Context: an optimization exercise on an open-source flow, tuned for small area and a short achievable clock period. The choices shown serve that exercise and are no tape-out recipe.
RTL that was checked went through simulation tests only; none was proved equivalent to the original.
Power is estimated from default activity; no workload was simulated.

## PE
module PE (
    input clk,
    input rst,
    input logic [31:0] PE_in_a,
    input logic [31:0] PE_in_b,
    output logic [31:0] PE_out_r
);
Size in the first run: ~1600 cells after synthesis, ~98 I/O pins.
==> module fp_mult, before the edit <==
module fp_mult (
    input  logic        clk,
    input  logic        load,
    input  logic        first,
    input  logic        store,
    input  logic [31:0] a,
    input  logic [31:0] b,
    output logic [31:0] result
);
    logic        sgn;        
    logic [7:0]  exp_s;      
    logic        zero;       
    logic [22:0] man_a;
    logic [23:0] man_b;      
    always @(posedge clk) begin
        if (load) begin
            sgn   <= a[31] ^ b[31];
            exp_s <= a[30:23] + b[30:23] + 8'd129;
            zero  <= (a[30:0] == 31'd0) || (b[30:0] == 31'd0);
            man_a <= a[22:0];
            man_b <= {1'b1, b[22:0]};
        end
        else begin
            man_b <= man_b >> 5;
        end
    end
    logic [4:0] digit;
    assign digit = man_b[4:0];
    logic [25:0] acc_s, acc_c;
    logic        acc_e;
    logic [25:0] x;
    assign x = {1'b1, man_a, 2'b00};
    logic [25:0] ns, nc;
    logic        ne;
    fp_mult_step step (.x(x),
                       .d(digit),
                       .s(first ? 26'd0 : acc_s),
                       .c(first ? 26'd0 : acc_c),
                       .e(acc_e & ~first),
                       .ns(ns),
                       .nc(nc),
                       .ne(ne));
    always @(posedge clk) begin
        acc_s <= ns;
        acc_c <= nc;
        acc_e <= ne;
    end
    logic [7:0] e2;
    logic       s2, z2;
    always @(posedge clk) begin
        e2 <= exp_s;
        s2 <= sgn;
        z2 <= zero;
    end
    logic [26:0] p2;
    logic [25:0] p;
    assign p2 = {acc_s, 1'b1} + {acc_c, acc_e};
    assign p  = p2[26:1];
    logic [31:0] r0, r1;
    always @(*) begin
        if (z2)
            r0 = 32'd0;
        else if (e2 == 8'hFF)
            r0 = {s2, 8'hFF, 23'd0};
        else if (e2 == 8'h00)
            r0 = {s2, 8'h00, 23'd0};
        else
            r0 = {s2, e2, p[22:0]};
        if (z2)
            r1 = 32'd0;
        else if (e2 == 8'hFE)
            r1 = {s2, 8'hFF, 23'd0};
        else if (e2 == 8'hFF)
            r1 = {s2, 8'h00, 23'd0};
        else
            r1 = {s2, e2 + 8'd1, p[23:1]};
    end
    always @(posedge clk) begin
        if (store)
            result <= p[24] ? r1 : r0;
    end
endmodule
export LEC_CHECK = 0
export CAP_MARGIN = 20
export CORE_MARGIN = 2
export CORE_UTILIZATION = 40
export SLEW_MARGIN = 20
create_clock -name core_clock -period 12.0 [get_ports {clk}]
standard.sh (not shown) runs the stock make flow with config.mk's settings and CLKGATE_MAP_FILE= SYNTH_SCRIPT=/design/flow/synth_recipe.tcl, a recipe that flattens the netlist after the stock synthesis.
==> flow/flow/run.sh <==
#!/bin/bash
set -euo pipefail
bash standard.sh finish SETUP_SLACK_MARGIN=8.5 "BUFFER_PORTS_ARGS=-buffer_cell sky130_fd_sc_hd__buf_2" SYNTH_KEEP_MODULES=fp_fa > flow.log 2>&1
The baseline completed with no timing, DRC or antenna violations.
Edit:
--- a/flow/design.v
+++ b/flow/design.v
@@ -13,10 +13,12 @@
     logic        zero;       
     logic [22:0] man_a;
     logic [23:0] man_b;      
+    logic [8:0] exp_sum;
+    assign exp_sum = {a[30:23], 1'b1} + {b[30:23], 1'b1};
     always @(posedge clk) begin
         if (load) begin
             sgn   <= a[31] ^ b[31];
-            exp_s <= a[30:23] + b[30:23] + 8'd129;
+            exp_s <= exp_sum[8:1] ^ 8'h80;
             zero  <= (a[30:0] == 31'd0) || (b[30:0] == 31'd0);
             man_a <= a[22:0];
             man_b <= {1'b1, b[22:0]};
Cell area is about the same.
Non-clock buffer count goes down by 1.
First-iteration DRC count goes down by about 3.3%.
Synthesized area goes down by about 0.46%.
Register-to-register slack is about the same.
Worst hold slack hardly moves.
Count of clock-buffer cells in the layout goes down by 3.
Global-route usage goes down by 0.37 points.
Clock skew goes up by 0.0060 ns.
Fmax goes up by about 2.6%.
Function not checked in the first run of this note: the RTL went through the layout flow alone.

wip/garnet:
PE with an RTL version that a note above also has.
Size in the first run: roughly 1,600 cells after synthesis, ~98 I/O pins, ~17,000 µm² of cells after synthesis.
==> module fp_mult, before the edit <==
module fp_mult (
    input  logic        clk,
    input  logic        load,
    input  logic        first,
    input  logic        store,
    input  logic [31:0] a,
    input  logic [31:0] b,
    output logic [31:0] result
);
    logic        sgn;        
    logic [7:0]  exp_s;      
    logic        zero;       
    logic [22:0] man_a;
    logic [23:0] man_b;      
    logic [8:0] exp_sum;
    assign exp_sum = {a[30:23], 1'b1} + {b[30:23], 1'b1};
    always @(posedge clk) begin
        if (load) begin
            sgn   <= a[31] ^ b[31];
            exp_s <= exp_sum[8:1] ^ 8'h80;
            zero  <= (a[30:0] == 31'd0) || (b[30:0] == 31'd0);
            man_a <= a[22:0];
            man_b <= {1'b1, b[22:0]};
        end
        else begin
            man_b <= man_b >> 5;
        end
    end
    logic [4:0] digit;
    assign digit = man_b[4:0];
    logic [25:0] acc_s, acc_c;
    logic        acc_e;
    logic [25:0] x;
    assign x = {1'b1, man_a, 2'b00};
    logic [25:0] ns, nc;
    logic        ne;
    fp_mult_step step (.x(x),
                       .d(digit),
                       .s(first ? 26'd0 : acc_s),
                       .c(first ? 26'd0 : acc_c),
                       .e(acc_e & ~first),
                       .ns(ns),
                       .nc(nc),
                       .ne(ne));
    always @(posedge clk) begin
        acc_s <= ns;
        acc_c <= nc;
        acc_e <= ne;
    end
    logic [7:0] e2;
    logic       s2, z2;
    always @(posedge clk) begin
        e2 <= exp_s;
        s2 <= sgn;
        z2 <= zero;
    end
    logic [26:0] p2;
    logic [25:0] p;
    assign p2 = {acc_s, 1'b1} + {acc_c, acc_e};
    assign p  = p2[26:1];
    logic [31:0] r0, r1;
    always @(*) begin
        if (z2)
            r0 = 32'd0;
        else if (e2 == 8'hFF)
            r0 = {s2, 8'hFF, 23'd0};
        else if (e2 == 8'h00)
            r0 = {s2, 8'h00, 23'd0};
        else
            r0 = {s2, e2, p[22:0]};
        if (z2)
            r1 = 32'd0;
        else if (e2 == 8'hFE)
            r1 = {s2, 8'hFF, 23'd0};
        else if (e2 == 8'hFF)
            r1 = {s2, 8'h00, 23'd0};
        else
            r1 = {s2, e2 + 8'd1, p[23:1]};
    end
    always @(posedge clk) begin
        if (store)
            result <= p[24] ? r1 : r0;
    end
endmodule
==> flow/config.mk <==
export PLATFORM = sky130hd
export DESIGN_NAME = PE
export DESIGN_NICKNAME = PE
export VERILOG_FILES = /design/flow/design.v
export SDC_FILE = /design/flow/constraint.sdc
export NUM_CORES = 4
export LEC_CHECK = 0
export CAP_MARGIN = 20
export CORE_MARGIN = 2
export CORE_UTILIZATION = 55
export SLEW_MARGIN = 20
==> flow/constraint.sdc <==
create_clock -name core_clock -period 12.0 [get_ports {clk}]
set_input_delay 2.4000 -clock core_clock [delete_from_list [all_inputs] [get_ports {clk}]]
set_output_delay 2.4000 -clock core_clock [all_outputs]
set_load 0.01 [all_outputs]
==> flow/flow/run.sh <==
#!/bin/bash
set -euo pipefail
bash standard.sh finish SETUP_SLACK_MARGIN=8.4 "BUFFER_PORTS_ARGS=-buffer_cell sky130_fd_sc_hd__buf_2" SYNTH_KEEP_MODULES=fp_fa > flow.log 2>&1
Setup changes, wip/garnet to wip/tundra
-- flow/design.v --
<<< wip/garnet, line 17
    assign exp_sum = {a[30:23], 1'b1} + {b[30:23], 1'b1};
    always @(posedge clk) begin
        if (load) begin
            sgn   <= a[31] ^ b[31];
            exp_s <= exp_sum[8:1] ^ 8'h80;
            zero  <= (a[30:0] == 31'd0) || (b[30:0] == 31'd0);
            man_a <= a[22:0];
            man_b <= {1'b1, b[22:0]};
>>> wip/tundra, line 17
    assign exp_sum = {a[30:23], 1'b1} + {b[30:23], 1'b1};
    always @(posedge clk) begin
        sgn   <= a[31] ^ b[31];
        exp_s <= exp_sum[8:1] ^ 8'h80;
        zero  <= (a[30:0] == 31'd0) || (b[30:0] == 31'd0);
        if (load) begin
            man_a <= a[22:0];
            man_b <= {1'b1, b[22:0]};
<<< wip/garnet, line 52
    logic       s2, z2;
    always @(posedge clk) begin
        e2 <= exp_s;
        s2 <= sgn;
        z2 <= zero;
    end
    logic [26:0] p2;
>>> wip/tundra, line 52
    logic       s2, z2;
    always @(posedge clk) begin
        if (first) begin
            e2 <= exp_s;
            s2 <= sgn;
            z2 <= zero;
        end
    end
    logic [26:0] p2;
--- outcome ---
- wip/tundra ended with every stage complete and zero timing, DRC or antenna violations.
- wip/garnet: full flow OK, the timing, DRC and antenna checks passed
- Status: sequential cell area share parity (wip/garnet, wip/tundra)
- Compared with wip/garnet, wip/tundra shows a higher reported clock group power.
- Status: delay contributed by the slowest stage of the critical path parity (wip/tundra, wip/garnet)
- Summary of wip/tundra over wip/garnet: remaining antenna violation count after routing now sits at about the same level, leakage power summed over all cells now sits lower, total power now sits higher.
- wip/tundra: utilization after layout is 0.17 points higher than what wip/garnet reported.
Only the layout flow was run in wip/tundra; the RTL was not checked for function there.

PE again, from the RTL that the note above started with.
export LEC_CHECK = 0
export CAP_MARGIN = 20
export CORE_MARGIN = 2
export CORE_UTILIZATION = 40
export SLEW_MARGIN = 20
create_clock -name core_clock -period 12.0 [get_ports {clk}]
Scripts as last shown in full above: flow/flow/run.sh
Edit:
--- a/flow/design.v
+++ b/flow/design.v
@@ -14,14 +14,14 @@
     logic [22:0] man_a;
     logic [23:0] man_b;      
     logic [8:0] exp_sum;
     assign exp_sum = {a[30:23], 1'b1} + {b[30:23], 1'b1};
     always @(posedge clk) begin
+        sgn   <= a[31] ^ b[31];
+        exp_s <= exp_sum[8:1] ^ 8'h80;
+        zero  <= (a[30:0] == 31'd0) || (b[30:0] == 31'd0);
         if (load) begin
-            sgn   <= a[31] ^ b[31];
-            exp_s <= exp_sum[8:1] ^ 8'h80;
-            zero  <= (a[30:0] == 31'd0) || (b[30:0] == 31'd0);
             man_a <= a[22:0];
             man_b <= {1'b1, b[22:0]};
         end
         else begin
             man_b <= man_b >> 5;
@@ -49,13 +49,15 @@
         acc_e <= ne;
     end
     logic [7:0] e2;
     logic       s2, z2;
     always @(posedge clk) begin
-        e2 <= exp_s;
-        s2 <= sgn;
-        z2 <= zero;
+        if (first) begin
+            e2 <= exp_s;
+            s2 <= sgn;
+            z2 <= zero;
+        end
     end
     logic [26:0] p2;
     logic [25:0] p;
     assign p2 = {acc_s, 1'b1} + {acc_c, acc_e};
     assign p  = p2[26:1];
What happened: Total power is lower by 2.3%; first-iteration DRC count grows by 28%; clock power shrinks by about 5%; wire length goes up by about 3.7%; via count grows by 0.84%; final cell count went up by about 0.5%; final area stays flat; worst setup slack is worse by 35 ps; die area stays the same; utilization goes up by 0.11 points; global-route usage went up by 0.60 points; worst hold slack gets better by 7.3 ps; combinational power drops by about 4%; clock-buffer cell count fell by 6.
Only the layout flow was run in the second run of this note; the RTL was not checked for function there.

== gamma ==
Another version of the RTL of PE (not shown whole).
Size: roughly 1700 cells after synthesis, about 98 I/O pins.
==> flow/config.mk <==
export PLATFORM = sky130hd
export DESIGN_NAME = PE
export DESIGN_NICKNAME = PE
export VERILOG_FILES = /design/flow/design.v
export SDC_FILE = /design/flow/constraint.sdc
export NUM_CORES = 4
export LEC_CHECK = 0
export CAP_MARGIN = 20
export CORE_MARGIN = 2
export CORE_UTILIZATION = 40
export SLEW_MARGIN = 20
==> flow/constraint.sdc <==
create_clock -name core_clock -period 12.0 [get_ports {clk}]
set_input_delay 2.4000 -clock core_clock [delete_from_list [all_inputs] [get_ports {clk}]]
set_output_delay 2.4000 -clock core_clock [all_outputs]
set_load 0.01 [all_outputs]
==> flow/flow/run.sh <==
#!/bin/bash
set -euo pipefail
bash standard.sh finish SETUP_SLACK_MARGIN=8.5 "BUFFER_PORTS_ARGS=-buffer_cell sky130_fd_sc_hd__buf_2" > flow.log 2>&1
Inputs modified between gamma and epsilon:
==> flow/design.v, changed modules only <==
module fp_mult (
    input  logic        clk,
    input  logic        load,
    input  logic        first,
    input  logic        store,
    input  logic [31:0] a,
    input  logic [31:0] b,
    output logic [31:0] result
);
    logic        sgn;        
    logic [7:0]  exp_s;      
    logic        zero;       
    logic [22:0] man_a;
    logic [23:0] man_b;      
    always @(posedge clk) begin
        if (load) begin
            sgn   <= a[31] ^ b[31];
            exp_s <= a[30:23] + b[30:23] + 8'd129;
            zero  <= (a[30:0] == 31'd0) || (b[30:0] == 31'd0);
            man_a <= a[22:0];
            man_b <= {1'b1, b[22:0]};
        end
        else begin
            man_b <= man_b >> 5;
        end
    end
    logic [4:0] digit;
    assign digit = man_b[4:0];
    logic [25:0] acc_s, acc_c;
    logic        acc_e;
    logic [25:0] x;
    assign x = {1'b1, man_a, 2'b00};
    logic [25:0] ns, nc;
    logic        ne;
    fp_mult_step step (.x(x),
                       .d(digit),
                       .s(first ? 26'd0 : acc_s),
                       .c(first ? 26'd0 : acc_c),
                       .e(acc_e & ~first),
                       .ns(ns),
                       .nc(nc),
                       .ne(ne));
    always @(posedge clk) begin
        acc_s <= ns;
        acc_c <= nc;
        acc_e <= ne;
    end
    logic [7:0] e2;
    logic       s2, z2;
    always @(posedge clk) begin
        e2 <= exp_s;
        s2 <= sgn;
        z2 <= zero;
    end
    logic [25:0] p;
    assign p = acc_s + acc_c + {25'd0, acc_e};
    logic [7:0]  e3;
    logic [22:0] m3;
    logic        ovf, unf;
    assign e3  = p[24] ? e2 + 8'd1 : e2;
    assign m3  = p[24] ? p[23:1] : p[22:0];
    assign ovf = p[24] ? (e2 == 8'hFE) : (e2 == 8'hFF);
    assign unf = p[24] ? (e2 == 8'hFF) : (e2 == 8'h00);
    always @(posedge clk) begin
        if (store) begin
            if (z2)
                result <= 32'd0;
            else if (ovf)
                result <= {s2, 8'hFF, 23'd0};
            else if (unf)
                result <= {s2, 8'h00, 23'd0};
            else
                result <= {s2, e3, m3};
        end
    end
endmodule
epsilon ran to completion and came out clean on the timing, DRC and antenna checks. gamma finished all stages; the layout is clean. epsilon -> gamma: register share of the cell area flat. Compared with gamma, epsilon shows area of the die lower by 570 um2. Diff gamma -> epsilon | post-detailed-route wirelength per cell | decrease of 3.2%. The fmax of epsilon is higher than that of gamma. Looking at via count across both flows, epsilon is the stronger of the two, with gamma trailing. On epsilon: total global-route track usage is 0.47 points lower than what gamma gave. Total detailed-routing wirelength went down by a few percent going from gamma to epsilon. epsilon -> gamma: switching share of power flat. Placed cell count: lower on epsilon. The maximum vdd ir drop in gamma is 1.07 times that in epsilon. There was hardly any difference in overflow left after global routing between gamma and epsilon. Comparing epsilon and gamma, height of the die is higher on gamma. Summary — time the worst path needs with I/O delays and setup, epsilon relative to gamma: lower, by 0.11 ns.
No functional check of the RTL was part of any run of this note.

PE, a different RTL version from the one above (not shown whole).
Size: roughly 1800 cells after synthesis, ~98 I/O pins, roughly 18000 sq um of cells after synthesis.
==> module fp_mult, before the edit <==
module fp_mult (
    input  logic        clk,
    input  logic        load,
    input  logic        first,
    input  logic        store,
    input  logic [31:0] a,
    input  logic [31:0] b,
    output logic [31:0] result
);
    logic        sgn;        
    logic [7:0]  exp_a, exp_b;
    logic [22:0] man_a;
    logic [23:0] man_b;      
    logic        nz_b;       
    always @(posedge clk) begin
        if (load) begin
            sgn   <= a[31] ^ b[31];
            exp_a <= a[30:23];
            exp_b <= b[30:23];
            man_a <= a[22:0];
            man_b <= {1'b1, b[22:0]};
        end
        else begin
            man_b <= man_b >> 5;
        end
    end
    logic [4:0] digit;
    assign digit = man_b[4:0];
    always @(posedge clk)
        nz_b <= (first ? 1'b0 : nz_b) | (load ? |digit[2:0] : |digit);
    logic [25:0] acc_s, acc_c;
    logic        acc_e;
    logic [25:0] x;
    assign x = {1'b1, man_a, 2'b00};
    logic [25:0] ns, nc;
    logic        ne;
    fp_mult_step step (.x(x),
                       .d(digit),
                       .s(first ? 26'd0 : acc_s),
                       .c(first ? 26'd0 : acc_c),
                       .e(acc_e & ~first),
                       .ns(ns),
                       .nc(nc),
                       .ne(ne));
    always @(posedge clk) begin
        acc_s <= ns;
        acc_c <= nc;
        acc_e <= ne;
    end
    logic [7:0] e2;
    logic       s2, z2, e2_ff, e2_fe, e2_00;
    logic [7:0] e2n;
    assign e2n = exp_a + exp_b + 8'd129;
    always @(posedge clk) begin
        e2    <= e2n;
        e2_ff <= (e2n == 8'hFF);
        e2_fe <= (e2n == 8'hFE);
        e2_00 <= (e2n == 8'h00);
        s2    <= sgn;
        z2    <= (exp_a == 8'd0 && man_a == 23'd0) ||
                 (exp_b == 8'd0 && !nz_b && digit[2:0] == 3'd0);
    end
    logic [25:0] p;
    assign p = acc_s + acc_c + {25'd0, acc_e};
    logic [7:0]  e3;
    logic [22:0] m3;
    logic        ovf, unf;
    assign e3  = p[24] ? e2 + 8'd1 : e2;
    assign m3  = p[24] ? p[23:1] : p[22:0];
    assign ovf = p[24] ? e2_fe : e2_ff;
    assign unf = p[24] ? e2_ff : e2_00;
    always @(posedge clk) begin
        if (store) begin
            if (z2)
                result <= 32'd0;
            else if (ovf)
                result <= {s2, 8'hFF, 23'd0};
            else if (unf)
                result <= {s2, 8'h00, 23'd0};
            else
                result <= {s2, e3, m3};
        end
    end
endmodule
==> module fp_add, before the edit <==
module fp_add (
    input  logic        clk,
    input  logic        rst,
    input  logic        add,
    input  logic        update,
    input  logic        run,
    input  logic [31:0] b,
    output logic [31:0] sum
);
    logic [31:0] a;
    assign a = sum;
    logic za, zb;
    always @(posedge clk) begin
        za <= (a[30:0] == 31'd0);
        zb <= (b[30:23] == 8'd0);
    end
    logic       swap;
    logic [4:0] shamt;
    logic [8:0] diff;
    logic [7:0] mag;
    assign diff = {1'b0, a[30:23]} - {1'b0, b[30:23]};
    assign mag  = diff[8] ? -diff[7:0] : diff[7:0];
    always @(posedge clk) begin
        swap  <= diff[8];
        shamt <= (mag[7:5] != 3'd0) ? 5'd31 : mag[4:0];
    end
    logic [23:0] man_a, man_b, major, minor;
    assign man_a = {~za, a[22:0]};
    assign man_b = {~zb, b[22:0]};
    logic        larger;     
    logic        s_sgn;
    logic [7:0]  s_exp;
    logic [24:0] s_man;
    always @(posedge clk) begin
        major <= swap ? man_b : man_a;
        minor <= (swap ? man_a : man_b) >> shamt;
        if (add) begin
            s_sgn <= (za && zb) ? 1'b0 : (larger ? a[31] : b[31]);
            s_exp <= swap ? b[30:23] : a[30:23];
        end
    end
    always @(posedge clk)
        s_man <= {1'b0, major} + {1'b0, minor};
    always @(posedge clk or negedge rst) begin
        if (!rst)
            larger <= 1'b0;
        else if (add && run)
            larger <= (a[30:0] > b[30:0]);
    end
    logic norm;
    assign norm = s_man[24] && !s_man[23] && (s_exp != 8'd0);
    always @(posedge clk or negedge rst) begin
        if (!rst)
            sum <= 32'd0;
        else if (update)
            sum <= {s_sgn, s_exp + {7'd0, norm}, norm ? s_man[23:1] : s_man[22:0]};
    end
endmodule
clock: 12.0 ns
lec_check: 0
cap_margin: 20
core_margin: 2
core_utilization: 40
slew_margin: 20
Scripts as last shown in full above: flow/flow/run.sh
The first run went through all stages and came out clean.
==> next run, changes <==
--- a/flow/design.v
+++ b/flow/design.v
@@ -50,12 +50,7 @@
     end
     logic [7:0] e2;
-    logic       s2, z2, e2_ff, e2_fe, e2_00;
-    logic [7:0] e2n;
-    assign e2n = exp_a + exp_b + 8'd129;
+    logic       s2, z2;
     always @(posedge clk) begin
-        e2    <= e2n;
-        e2_ff <= (e2n == 8'hFF);
-        e2_fe <= (e2n == 8'hFE);
-        e2_00 <= (e2n == 8'h00);
+        e2    <= exp_a + exp_b + 8'd129;
         s2    <= sgn;
         z2    <= (exp_a == 8'd0 && man_a == 23'd0) ||
@@ -69,6 +64,6 @@
     assign e3  = p[24] ? e2 + 8'd1 : e2;
     assign m3  = p[24] ? p[23:1] : p[22:0];
-    assign ovf = p[24] ? e2_fe : e2_ff;
-    assign unf = p[24] ? e2_ff : e2_00;
+    assign ovf = p[24] ? (e2 == 8'hFE) : (e2 == 8'hFF);
+    assign unf = p[24] ? (e2 == 8'hFF) : (e2 == 8'h00);
     always @(posedge clk) begin
         if (store) begin
@@ -679,21 +674,24 @@
     assign a = sum;
     logic za, zb;
-    always @(posedge clk) begin
+    always @(posedge clk)
         za <= (a[30:0] == 31'd0);
-        zb <= (b[30:23] == 8'd0);
-    end
+    assign zb = (b[30:23] == 8'd0);
+    logic [23:0] man_a, man_b;
+    assign man_a = {~za, a[22:0]};
+    assign man_b = {~zb, b[22:0]};
     logic       swap;
     logic [4:0] shamt;
     logic [8:0] diff;
     logic [7:0] mag;
-    assign diff = {1'b0, a[30:23]} - {1'b0, b[30:23]};
-    assign mag  = diff[8] ? -diff[7:0] : diff[7:0];
+    assign diff  = {1'b0, a[30:23]} - {1'b0, b[30:23]};
+    assign swap  = diff[8];
+    assign mag   = swap ? -diff[7:0] : diff[7:0];
+    assign shamt = (mag[7:5] != 3'd0) ? 5'd31 : mag[4:0];
+    logic        swap_r;
+    logic [23:0] minor;
     always @(posedge clk) begin
-        swap  <= diff[8];
-        shamt <= (mag[7:5] != 3'd0) ? 5'd31 : mag[4:0];
+        swap_r <= swap;
+        minor  <= (swap ? man_a : man_b) >> shamt;
     end
-    logic [23:0] man_a, man_b, major, minor;
-    assign man_a = {~za, a[22:0]};
-    assign man_b = {~zb, b[22:0]};
     logic        larger;     
     logic        s_sgn;
@@ -701,18 +699,15 @@
     logic [24:0] s_man;
     always @(posedge clk) begin
-        major <= swap ? man_b : man_a;
-        minor <= (swap ? man_a : man_b) >> shamt;
         if (add) begin
             s_sgn <= (za && zb) ? 1'b0 : (larger ? a[31] : b[31]);
-            s_exp <= swap ? b[30:23] : a[30:23];
+            s_exp <= swap_r ? b[30:23] : a[30:23];
+            s_man <= {1'b0, swap_r ? man_b : man_a} + {1'b0, minor};
         end
     end
-    always @(posedge clk)
-        s_man <= {1'b0, major} + {1'b0, minor};
     always @(posedge clk or negedge rst) begin
         if (!rst)
             larger <= 1'b0;
         else if (add && run)
-            larger <= (a[30:0] > b[30:0]);
+            larger <= !swap && (diff[7:0] != 8'd0 || a[22:0] > b[22:0]);
     end
     logic norm;
Effect: The new run completed without violations; fmax fell by 11%; setup slack degrades by 0.46 ns; global-route usage grows by 3.0 points; register-to-register slack gets worse by 0.73 ns; first-iteration DRC count went up by 46%; die area goes down by 1.9%; critical path depth rises by 14; synthesized cell count is higher by 1.1%; power climbs by 1.0%.
Function not checked in the second run of this note: the RTL went through the layout flow alone.

what the ideal ports hide:
No port has a modelled driver above. Below, the same layouts with a new extraction and two added sets of constraints.
Step 1 (the two cells are an assumption about what drives the block):
set clk [get_ports {clk}]
set_driving_cell -lib_cell sky130_fd_sc_hd__clkbuf_16 $clk
set_driving_cell -lib_cell sky130_fd_sc_hd__buf_2 [delete_from_list [all_inputs] $clk]
Step 2 times the ports against the registers' clock, not the clock port: input delays grow and output delays shrink by t, the midpoint of the rising clock arrivals with the driver on.
Three values: ideal ports, drivers, drivers and shift; two values: the first two.
run	t (ns)	slack for setup (ns)	worst hold slack (ns)	clock arrival spread, ns	worst register clock-pin slew, ns
the first run of note 1	0.587	8.407 / 8.419 / 7.833	0.341 / 0.341 / 0.341	0.023 / 0.024	0.06 / 0.06
the second run of note 1	0.581	8.500 / 8.447 / 7.958	0.341 / 0.341 / 0.341	0.029 / 0.029	0.06 / 0.06
wip/garnet	0.611	8.435 / 8.382 / 7.903	0.340 / 0.340 / 0.340	0.019 / 0.019	0.06 / 0.06
wip/tundra	0.606	8.435 / 8.382 / 8.046	0.353 / 0.353 / 0.353	0.013 / 0.014	0.07 / 0.07
the first run of note 3	0.574	8.432 / 8.380 / 7.938	0.341 / 0.341 / 0.341	0.025 / 0.025	0.06 / 0.06
the second run of note 3	0.626	8.397 / 8.344 / 8.041	0.349 / 0.349 / 0.349	0.014 / 0.014	0.07 / 0.07
gamma	0.641	8.355 / 8.298 / 7.839	0.340 / 0.340 / 0.340	0.015 / 0.015	0.06 / 0.06
epsilon	0.625	8.462 / 8.420 / 7.850	0.341 / 0.341 / 0.341	0.035 / 0.035	0.07 / 0.07
the first run of note 5	0.591	8.436 / 8.382 / 8.710	0.344 / 0.344 / 0.344	0.029 / 0.029	0.06 / 0.06
the second run of note 5	0.645	7.976 / 7.976 / 7.976	0.340 / 0.340 / 0.340	0.015 / 0.015	0.07 / 0.07
After both steps setup and hold are still met in every run listed. The setup slack of epsilon, which loses most, moves by -0.042 ns with the drivers and by -0.612 ns with both steps.
